Source: an optimization exercise on an open RTL-to-GDS flow (aim: small area, a short achievable clock period and few clock cycles per item). Production flows keep margins and buffers that such runs may drop.
In this exercise RTL edits were held to simulation tests only and were not proved equivalent to the original.

==> flow/run.sh <==
#!/bin/bash
# synth_recipe.tcl (not shown) runs the flow's synth.tcl, then flattens the netlist and writes it again
# the make line also repeats each setting of config.mk as NAME=value (left out here)
make -C /OpenROAD-flow-scripts/flow DESIGN_CONFIG=/design/flow/config.mk WORK_HOME=/design/flow/orfs CLKGATE_MAP_FILE= SYNTH_SCRIPT=/design/flow/synth_recipe.tcl finish
==> flow/config.mk <==
export PLATFORM = sky130hd
export DESIGN_NAME = polinomio
export DESIGN_NICKNAME = polinomio
export VERILOG_FILES = /design/flow/design.v
export SDC_FILE = /design/flow/constraint.sdc
export NUM_CORES = 4
export LEC_CHECK = 0
export CAP_MARGIN = 20
export CORE_MARGIN = 2
export CORE_UTILIZATION = 40
export SLEW_MARGIN = 20
==> flow/constraint.sdc <==
create_clock -name core_clock -period 9.0 [get_ports {clk}]
set_input_delay 1.8000 -clock core_clock [delete_from_list [all_inputs] [get_ports {clk}]]
set_output_delay 1.8000 -clock core_clock [all_outputs]
set_load 0.01 [all_outputs]
==> flow/design.v <==
module multiplexador_4x1_16b(entrada_0, entrada_1, entrada_2, entrada_3, entrada_controle, saida);
    input [15:0] entrada_0;
    input [15:0] entrada_1;
    input [15:0] entrada_2;
    input [15:0] entrada_3;
    input [1:0] entrada_controle;
    output reg [15:0] saida;
    always @(entrada_controle or entrada_0 or entrada_1 or entrada_2 or entrada_3) begin
        case (entrada_controle)
            2'b00: saida = entrada_0;
            2'b01: saida = entrada_1;
            2'b10: saida = entrada_2;
            2'b11: saida = entrada_3; 
        endcase
    end 
endmodule
module registrador_16b(clk, l, d, q);
    input clk;
    input l;
    input [15:0] d;
    output reg [15:0] q;
    always @(posedge clk) begin 
        if (l == 1) begin
            q <= d;
        end
    end
endmodule
module ula(e0, e1, h, s);
    input [15:0] e0;
    input [15:0] e1;
    input h;
    output reg [15:0] s;
    wire [15:0] soma, mult;
    assign soma = e0 + e1;
    assign mult = e0 * e1;
    always @(h or e0 or e1) begin
        case (h)
            1'b0:  s = soma;
            1'b1:  s = mult;
        endcase
    end 
endmodule
module BC (inicio, clk, rst, m0, m1, m2, lx, ls, lh, h, pronto, livre);
    input inicio, clk, rst;
    output reg [1:0] m0;
    output reg [1:0] m1;
    output reg [1:0] m2;
    output reg lx, ls, lh, h;
    output reg pronto;
    output livre;
    parameter s0 = 3'b000, s1 = 3'b001, s2 = 3'b010, s3 = 3'b011, s4 = 3'b100, s5 = 3'b101, s6 = 3'b110;
    reg [2:0] estado;
    assign livre = (estado == s0);
    always @(posedge clk) begin
        if (rst == 1) begin 
            estado <= s0;
            m0 <= 01;
            m1 <= 01;
            m2 <= 00;
            lx <= 1;
            ls <= 0;
            lh <= 0;
            h <= 1;
            pronto <= 0;
        end
        else
            case (estado)
                s0: 
                    if (inicio == 1) begin
                        estado <= s1;
                        m0 <= 01;
                        m1 <= 01;
                        m2 <= 00;
                        lx <= 0;
                        ls <= 0;
                        lh <= 1;
                        h <= 1;
                    end
                s1: 
                    begin
                        estado <= s2;
                        m0 <= 01;
                        m1 <= 00;
                        m2 <= 11;
                        lx <= 0;
                        ls <= 1;
                        lh <= 0;
                        h <= 1;
                    end
                s2: 
                    begin
                        estado <= s3;
                        m0 <= 10;
                        m1 <= 00;
                        m2 <= 00;
                        lx <= 0;
                        ls <= 0;
                        lh <= 1;
                        h <= 1;
                    end
                s3: 
                    begin
                        estado <= s4;
                        m0 <= 10;
                        m1 <= 11;
                        m2 <= 10;
                        lx <= 0;
                        ls <= 1;
                        lh <= 0;
                        h <= 0;
                    end
                s4: 
                    begin
                        estado <= s5;
                        m0 <= 11;
                        m1 <= 00;
                        m2 <= 10;
                        lx <= 0;
                        ls <= 1;
                        lh <= 0;
                        h <= 0;
                    end
                s5: 
                    begin
                        estado <= s6;
                        pronto <= 1;
                        m0 <= 00;
                        m1 <= 00;
                        m2 <= 00;
                        lx <= 0;
                        ls <= 0;
                        lh <= 0;
                        h <= 0;
                    end
                s6: 
                    begin
                        estado <= s0;
                        pronto <= 0;
                        m0 <= 01;
                        m1 <= 01;
                        m2 <= 00;
                        lx <= 1;
                        ls <= 0;
                        lh <= 0;
                        h <= 1;
                    end
            endcase
    end
endmodule
module BO(a, b, c, x, m0, m1, m2, lx, ls, lh, h, clk, resultado);
    input [15:0] a;
    input [15:0] b;
    input [15:0] c;
    input [15:0] x;
    input [1:0] m0;
    input [1:0] m1;
    input [1:0] m2;
    input lx;
    input ls;
    input lh;
    input h;
    input clk;
    output [15:0] resultado;
    parameter exx = 16'b0000000000000000;
    wire [15:0] re_x_to_mu;
    wire [15:0] mu_0_to_mu_1;
    wire [15:0] mu_0_to_mu_2;
    wire [15:0] mu_2_to_u0;
    wire [15:0] mu_1_to_u0;
    wire [15:0] u0_to_re;
    wire [15:0] re_s_to_mu;
    wire [15:0] re_h_to_mu;
    registrador_16b re_x(clk, lx, x, re_x_to_mu);
    multiplexador_4x1_16b mu_0(exx, a, b, c, m0, mu_0_to_mu_1);
    multiplexador_4x1_16b mu_1(mu_0_to_mu_1, re_x_to_mu, re_s_to_mu, re_h_to_mu, m1, mu_1_to_u0);
    multiplexador_4x1_16b mu_2(re_x_to_mu, mu_0_to_mu_2, re_s_to_mu, re_h_to_mu, m2, mu_2_to_u0);
    ula u0(mu_2_to_u0, mu_1_to_u0, h, u0_to_re);
    registrador_16b re_s(clk, ls, u0_to_re, re_s_to_mu);
    registrador_16b re_h(clk, lh, u0_to_re, re_h_to_mu);
    assign resultado = re_s_to_mu;
endmodule
module polinomio(clk, inicio, reset, a, b, c, x, saida, pronto, livre);
    input clk;
    input inicio;
    input reset;
    input [15:0] a;
    input [15:0] b;
    input [15:0] c;
    input [15:0] x;
    output [15:0] saida;
    output pronto;
    output livre;
    wire [1:0] m0_to_m0;
    wire [1:0] m1_to_m1;
    wire [1:0] m2_to_m2;
    wire lx_to_lx, ls_to_ls, lh_to_lh, h_to_h;
    wire [15:0] s;
    BC bc_0(inicio, clk, reset, m0_to_m0, m1_to_m1, m2_to_m2, lx_to_lx, ls_to_ls, lh_to_lh, h_to_h, pronto, livre);
    BO bo_0(a, b, c, x, m0_to_m0, m1_to_m1, m2_to_m2, lx_to_lx, ls_to_ls, lh_to_lh, h_to_h, clk, s);
    assign saida = s;
endmodule
==> results.ini <==
[status]
status=no timing/DRC/antenna violations

[logic_synthesis]
syn-mean-instance-area_um2=8.97
synth.area.top_cells=fa_1 (21%), edfxtp_1 (19%), ha_1 (10%), inv_1 (7.0%), nand2_1 (4.6%)
yosysSeqAreaShare_pct=22.1
syn_inst=867
dominantRegCellSynth=edfxtp_1
synth_top_area_share_pct=20.9
ys_seq_elements=62
ys_async_sr_fraction_pct=0
yosysWarnings=20
syn_nets=1079
synth_edf_count=48
synthDistinctLibCells=58
synth_area_um2=7770
yosys-top-cells-count=inv_1 (145), nand2_1 (96), nor2_1 (95)
yosysMostFrequentCell=inv_1
post-synth-top-area-cell=fa_1

[routing]
wl_met3_um=1560
wl_met1_um=9550
drtIter0Drc=589
drc=0
vias=6286
vias_per_cell=5.18
route.met2.wl_um=10300
drt-total-wl_um=21900
post_drt_wl_per_cell_um=18.1
ant_nets=0
top_layer_used=met4
dr.pass1.iters=5

[critical_path]
worstPathArrival_ns=8.14
startpoint_type=input port
cp.required_ns=9.05
crit_type=in -> reg
crit_fanout=8
critPathCaptureType=flip-flop

[place]
pre_cts_ws_ns=0.608
numPlacedInstances=1197
portBuffers=84
hpwl_um=17700
gp_congestion=0.917

[sta]
drv_slew=0
finalCriticalPeriod_ns=8.09
finalCritPeriodShare_pct=89.9
tightest_slew_ns=0.960
report.final.setup_viol=0
max_freq_mhz=124
setup_slack_ns=0.913
hold_viol_final=0
rsz0062_at_grt=false
max_slew_margin_pct=35.9
final.setup.tns_ns=0
skew_ns=0.0144

[layout]
fillers=1875
area_delta_synth_final_pct=18.1
multi_input_area_um2=5340
finalNonFillerCells=1213
antenna_cells=0
regArea_um2=1720
drive_above_1_share_pct=6.30
nets=1160
utilization_pct=48.6

[clocking]
cts.sinks=62
cts_made_buffers=9
clockRootBuffer=clkbuf_16
clk_pin_slew_worst_paths_ns=0.06
cts_resized=0
postCtsSetupBuffers=0
cts_hold_buf=0
htreeDepth=3
clk_path_buf_depth=2
clock_latency_ns=0.34
cts_tree=yes

[floorplanning]
initial_core_util_pct=41.2
die_w_um=143
die_h_um=143
dieArea_um2=20600
core_area_um2=18900
pin_count=85
rows=50

[global_route]
grt_pass1_vias=6401
grtUsageTotal_pct=22.1
antenna_found_initial=0
grt_first_pass_wirelength_um=34600
grt_max_degree=32
grt_overflow=0

[hold_path]
hold_class=reg -> reg

[run]
max_cap_violations=0

==> per-layer routing <==
metal  GRT usage (%)  up-vias
li1                -     2998
met1            29.4     3001
met2            37.1      253
met3            3.80       34
met4            6.24        0
met5               0        -
==> final timing paths <==
check,start,end,slack (ns),depth (start not counted)
setup / recovery,c[3],bo_0.re_h.q[15],0.91,28
hold / removal,bc_0.pronto,bc_0.pronto,0.55,2
setup reg to reg,bc_0.m1[1],bo_0.re_h.q[15],1.61,28
hold reg to reg,bc_0.pronto,bc_0.pronto,0.55,2
==> metrics by stage <==
stage | instance area (um2) | hold slack (ns)
2_1_floorplan | 7770 | 0.547
3_3_place_gp | 8910 | 0.521
3_5_place_dp | 8910 | 0.538
4_1_cts | 9180 | 0.556
5_1_grt | 9180 | 0.592
6_report | 9180 | 0.551
==> sequential cells by signal, indices dropped and copies added (netlist names), 2 cells and up <==
signal       count
bc_0.estado      3
bo_0.re_x.q     16
bo_0.re_s.q     16
bo_0.re_h.q     16
bc_0.m0          2
bc_0.m1          2
bc_0.m2          2
==> worst max-delay path: stages <==
cell             delay, ns
clkdlybuf4s50_1       0.40
mux2_2                0.26
a22oi_1               0.32
o21a_1                0.32
clkinv_1              0.28
ha_1                  0.27
inv_1                 0.13
fa_1                  0.46
fa_1                  0.49
inv_1                 0.07
ha_1                  0.13
inv_1                 0.04
fa_1                  0.47
inv_1                 0.04
ha_1                  0.26
inv_1                 0.04
fa_1                  0.47
inv_1                 0.05
ha_1                  0.32
inv_1                 0.05
o21bai_1              0.18
a31o_2                0.19
a21oi_1               0.10
o21ai_0               0.44
nand2_1               0.10
a21oi_1               0.21
xnor2_1               0.14
mux2i_1               0.11
==> cell type report <==
cell class	instances	area share, %
Multi-Input combinational cell	625	58.2
Inverter	151	6.17
Sequential cell	62	18.7
Tap cell	260	3.54
Clock buffer	9	2.45
Clock inverter	7	0.545
Timing Repair Buffer	99	10.4
==> cells by family (layout without fill, tap and decap cells) <==
family	count (synthesis)	count (layout)	synth area share [%]
xor+xnor	51	51	6.20
simple gates	229	229	12.2
flops	62	62	22.1
buf+inv	180	266	9.17
fa+ha+maj	145	145	31.2
compound gates	147	147	12.0
mux	53	53	7.18
==> cell usage in the layout, fill, tap and decap left out, types with 3 or more instances in the layout <==
master | synthesis | routed
and2_1 | 12 | 12
ha_1 | 64 | 64
a221oi_1 | 3 | 3
clkdlybuf4s50_1 | 0 | 84
a21o_1 | 14 | 14
nand2_1 | 96 | 96
o21ai_1 | 6 | 6
xor2_1 | 11 | 11
inv_2 | 3 | 3
o21ai_0 | 27 | 27
a21oi_1 | 48 | 48
dfxtp_1 | 14 | 14
clkinv_1 | 3 | 3
a211oi_1 | 5 | 5
o31ai_1 | 5 | 5
buf_4 | 8 | 15
clkbuf_16 | 0 | 9
xnor2_1 | 37 | 37
clkinv_2 | 0 | 3
edfxtp_1 | 48 | 48
mux2_2 | 18 | 18
nor3_1 | 6 | 6
clkinv_4 | 0 | 3
nor2b_1 | 6 | 6
nand3_1 | 4 | 4
nor2_1 | 95 | 95
inv_1 | 145 | 145
fa_1 | 81 | 81
o21bai_1 | 5 | 5
mux2i_1 | 34 | 34
a22oi_1 | 11 | 11
Testbench counts, summed over its fixed seeds: cycles 22,392, items 3,200.

static timing again, ports no longer ideal:
No port has a modelled driver above. Below, the same layout with a new extraction and two added sets of constraints. Step 1 sets driving cells, clkbuf_16 on the clock port and buf_2 on the other inputs (assumed; they add their load-dependent delay and slew). Step 2 moves the port delays by t, midway between the first and last clock arrival at a register: inputs arrive t later, outputs are due t later. That takes back most of the time a late clock gives input paths. a / b / c = ideal / step 1 / step 2; a / b = the first two.
t, ns: 0.362
setup WS [ns]: 0.913 / 0.924 / 0.562
hold slack, ns: 0.551 / 0.551 / 0.551
worst setup path at the end: input to register
worst data-port slew with drivers (ns): 0.06
After both steps setup and hold are still met in this run. The setup slack of this run moves by +0.011 ns with the drivers and by -0.351 ns with both steps.
